What follows belongs to an exercise in optimizing a design on an open flow for small area; a production flow would make more cautious choices.
Only simulation tests tie the RTL to the original design; equivalence was not proved.
No driver is modelled on the clock port, so clock power and skew are understated where the tree is cut down; a real chip needs a root buffer or a tree.
Power figures rest on the tool's default switching activity, not on a simulated workload.

Setup of middle:
## OQ1_Stopwatch
module OQ1_Stopwatch(AN, Seg, Dot, CLK, Start, RESET);
  output [3:0] AN;
  output [6:0] Seg;
  output Dot;
  input CLK, Start, RESET;
  reg  [5:0] ms;
  wire       ms_fb = ms[5] ^ ms[0] ^ (ms[4:2] == 3'b101);
  wire       scan  = (ms[4:2] == 3'b000);
  always @(posedge CLK or posedge RESET)
    if (RESET) ms <= 6'h05;
    else       ms <= {ms[4:0], ms_fb};
  reg         counting;
  reg  [11:0] ds;
  wire        ds_g  = ds[7] ? (ds[2] & ds[4]) : (ds[2] | ~ds[4]);
  wire        ds_fb = counting & (ds[11] ^ ds_g);
  wire        tick  = ((ds & 12'hef7) == 12'h800);
  always @(posedge CLK or posedge RESET)
    if (RESET) begin
      counting <= 1'b0;
      ds       <= 12'h000;
    end else begin
      counting <= counting | Start;
      ds       <= {ds[10:0], ds_fb};
    end
  function [3:0] nx(input [3:0] d);
    nx = {(d[0] & d[1] & d[2]) | (d[0] & d[3]), (d[0] & d[1]), (d[0] & ~d[3]), ~(1'b0)};
  endfunction
  function is9(input [3:0] d);
    is9 = (d[0] & d[3]);
  endfunction
  function [6:0] sg(input [3:0] d);
    sg = {(d[0] & d[1] & d[2]) | (~d[1] & ~d[2] & ~d[3]), (d[0] & d[1]) | (d[1] & ~d[2]) | (d[0] & ~d[2] & ~d[3]), (d[0]) | (~d[1] & d[2]), (d[0] & ~d[1] & ~d[2]) | (~d[0] & ~d[1] & d[2]) | (d[0] & d[1] & d[2]), (~d[0] & d[1] & ~d[2]), (d[0] & ~d[1] & d[2]) | (~d[0] & d[1] & d[2]), (~d[0] & ~d[1] & d[2]) | (d[0] & ~d[1] & ~d[2] & ~d[3])};
  endfunction
  ...
Size in the first run: roughly 140 cells after synthesis, ~39 flip-flops, ~15 I/O pins, ~1500 um^2 of cells after synthesis.
clock: 10.0 ns
lec_check: 0
cap_margin: 20
core_margin: 2
core_utilization: 50
slew_margin: 20
standard.sh (not shown) runs the stock make flow with config.mk's settings and CLKGATE_MAP_FILE= SYNTH_SCRIPT=/design/flow/synth_recipe.tcl, a recipe that flattens the netlist after the stock synthesis.
==> flow/flow/run.sh <==
#!/bin/bash
# The standard layout with these changes:
#  - synthesis runs once for each ABC script flow/abc_*.script (area-oriented
#    mapping, some after ABC's &deepsyn), each in a work folder of its own,
#    and the run with the smallest netlist is kept; the runs differ only in
#    how ABC maps the logic between the registers, which it does not touch;
#  - the ports get buf_1 buffers;
#  - the clock tree uses clkbuf_4 and no dummy loads, and the clock port
#    drives its leaf buffers directly (post_cts.tcl).
set -euo pipefail
W=$PWD
R=$W/orfs/results/sky130hd/OQ1_Stopwatch/base
for s in $W/flow/abc_*.script; do
  n=$(basename $s .script)
  rm -rf $W/scripts_$n $W/orfs_$n
  cp -r $FLOW_HOME/scripts $W/scripts_$n
  cp $s $W/scripts_$n/abc_speed.script
  sed -e "s|WORK_HOME=[^ ]*|WORK_HOME=$W/orfs_$n|" -e '/^if \[\[/,$d' standard.sh > $W/standard_$n.sh
done
for s in $W/flow/abc_*.script; do
  n=$(basename $s .script)
  ( SCRIPTS_DIR=$W/scripts_$n bash $W/standard_$n.sh synth > $W/synth_$n.log 2>&1 || true ) &
  while [ $(jobs -r | wc -l) -ge ${NUM_CORES:-4} ]; do sleep 1; done
done
wait
best=""; best_area=""
for s in $W/flow/abc_*.script; do
  n=$(basename $s .script)
  f=$W/orfs_$n/reports/sky130hd/OQ1_Stopwatch/base/synth_stat.txt
  [[ -f $f && -f $W/orfs_$n/results/sky130hd/OQ1_Stopwatch/base/1_2_yosys.v ]] || continue
  a=$(awk '/Chip area for module/ {print $NF}' $f)
  echo "$n $a" >> $W/synth_areas.txt
  if [[ -z "$best" ]] || python3 -c "import sys; sys.exit(0 if $a < $best_area else 1)"; then
    best=$n; best_area=$a
  fi
done
echo "kept: $best $best_area" >> $W/synth_areas.txt
rm -rf $W/orfs $W/scripts
mv $W/orfs_$best $W/orfs
mv $W/scripts_$best $W/scripts
for s in $W/flow/abc_*.script; do
  n=$(basename $s .script)
  rm -rf $W/orfs_$n $W/scripts_$n
done
export SCRIPTS_DIR=$W/scripts
export BUFFER_PORTS_ARGS="-buffer_cell sky130_fd_sc_hd__buf_1"
export CTS_ARGS="-sink_clustering_enable -repair_clock_nets -dont_use_dummy_load -buf_list sky130_fd_sc_hd__clkbuf_4"
export POST_CTS_TCL=$W/flow/post_cts.tcl
export CLK_GROUPS=2 CLK_CELL=sky130_fd_sc_hd__clkbuf_8
cp $R/1_2_yosys.v $W/synth_netlist_orig.v
python3 flow/downsize.py $R/1_2_yosys.v $FLOW_HOME/platforms/sky130hd/lib/sky130_fd_sc_hd__tt_025C_1v80.lib > $W/downsize.log 2>&1
rm -f $R/1_synth.odb
bash standard.sh > $W/layout.log 2>&1
Other scripts of this flow, unchanged in this note and not shown: flow/flow/abc_a20s0.script, flow/flow/abc_a20s1.script, flow/flow/abc_a20s2.script, flow/flow/abc_a20s3.script, flow/flow/abc_s31.script, flow/flow/abc_s8.script, flow/flow/downsize.py, flow/flow/post_cts.tcl
In summary, middle completed successfully, with a layout that passed the timing, design-rule and antenna checks.
## Diff of input files: east against middle
- changing CORE_UTILIZATION from 50 to 30
Findings:
- Relative to middle, HPWL after detailed placement has gone down in east.
- east gives more overall routed net length than middle did.
- east: share of cell area taken by flip-flops and latches is 1.7 points lower than what middle reported.
- Changes observed in east relative to middle: total power increased 0.59%; relative area change from synthesis to final layout saw an increase.
No run of this note takes its clock network from TritonCTS; it comes from the design's own scripts or RTL.

==> re-timing with driven ports <==
The results above use ideal ports. As a check the final layouts listed here were re-extracted and re-timed, cells and wires unchanged.
Step 1 (the two cells are an assumption about what drives the block):
set clk [get_ports {CLK}]
set_driving_cell -lib_cell sky130_fd_sc_hd__clkbuf_16 $clk
set_driving_cell -lib_cell sky130_fd_sc_hd__buf_2 [delete_from_list [all_inputs] $clk]
Step 2 times the ports against the registers' clock, not the clock port: input delays grow and output delays shrink by t, the midpoint of the rising clock arrivals with the driver on.
Three values: no drivers, after step 1, after step 2; two values: the first two.
run	shift t [ns]	setup WS [ns]	worst setup path after step 2	clock arrival spread, ns	worst slew at a driven data input, ns
middle	0.194	6.021 / 5.990 / 6.184	register to output	0.024 / 0.024	0.03
east	0.198	6.006 / 5.974 / 6.172	register to output	0.014 / 0.014	0.03
After both steps every run listed still meets setup and hold.
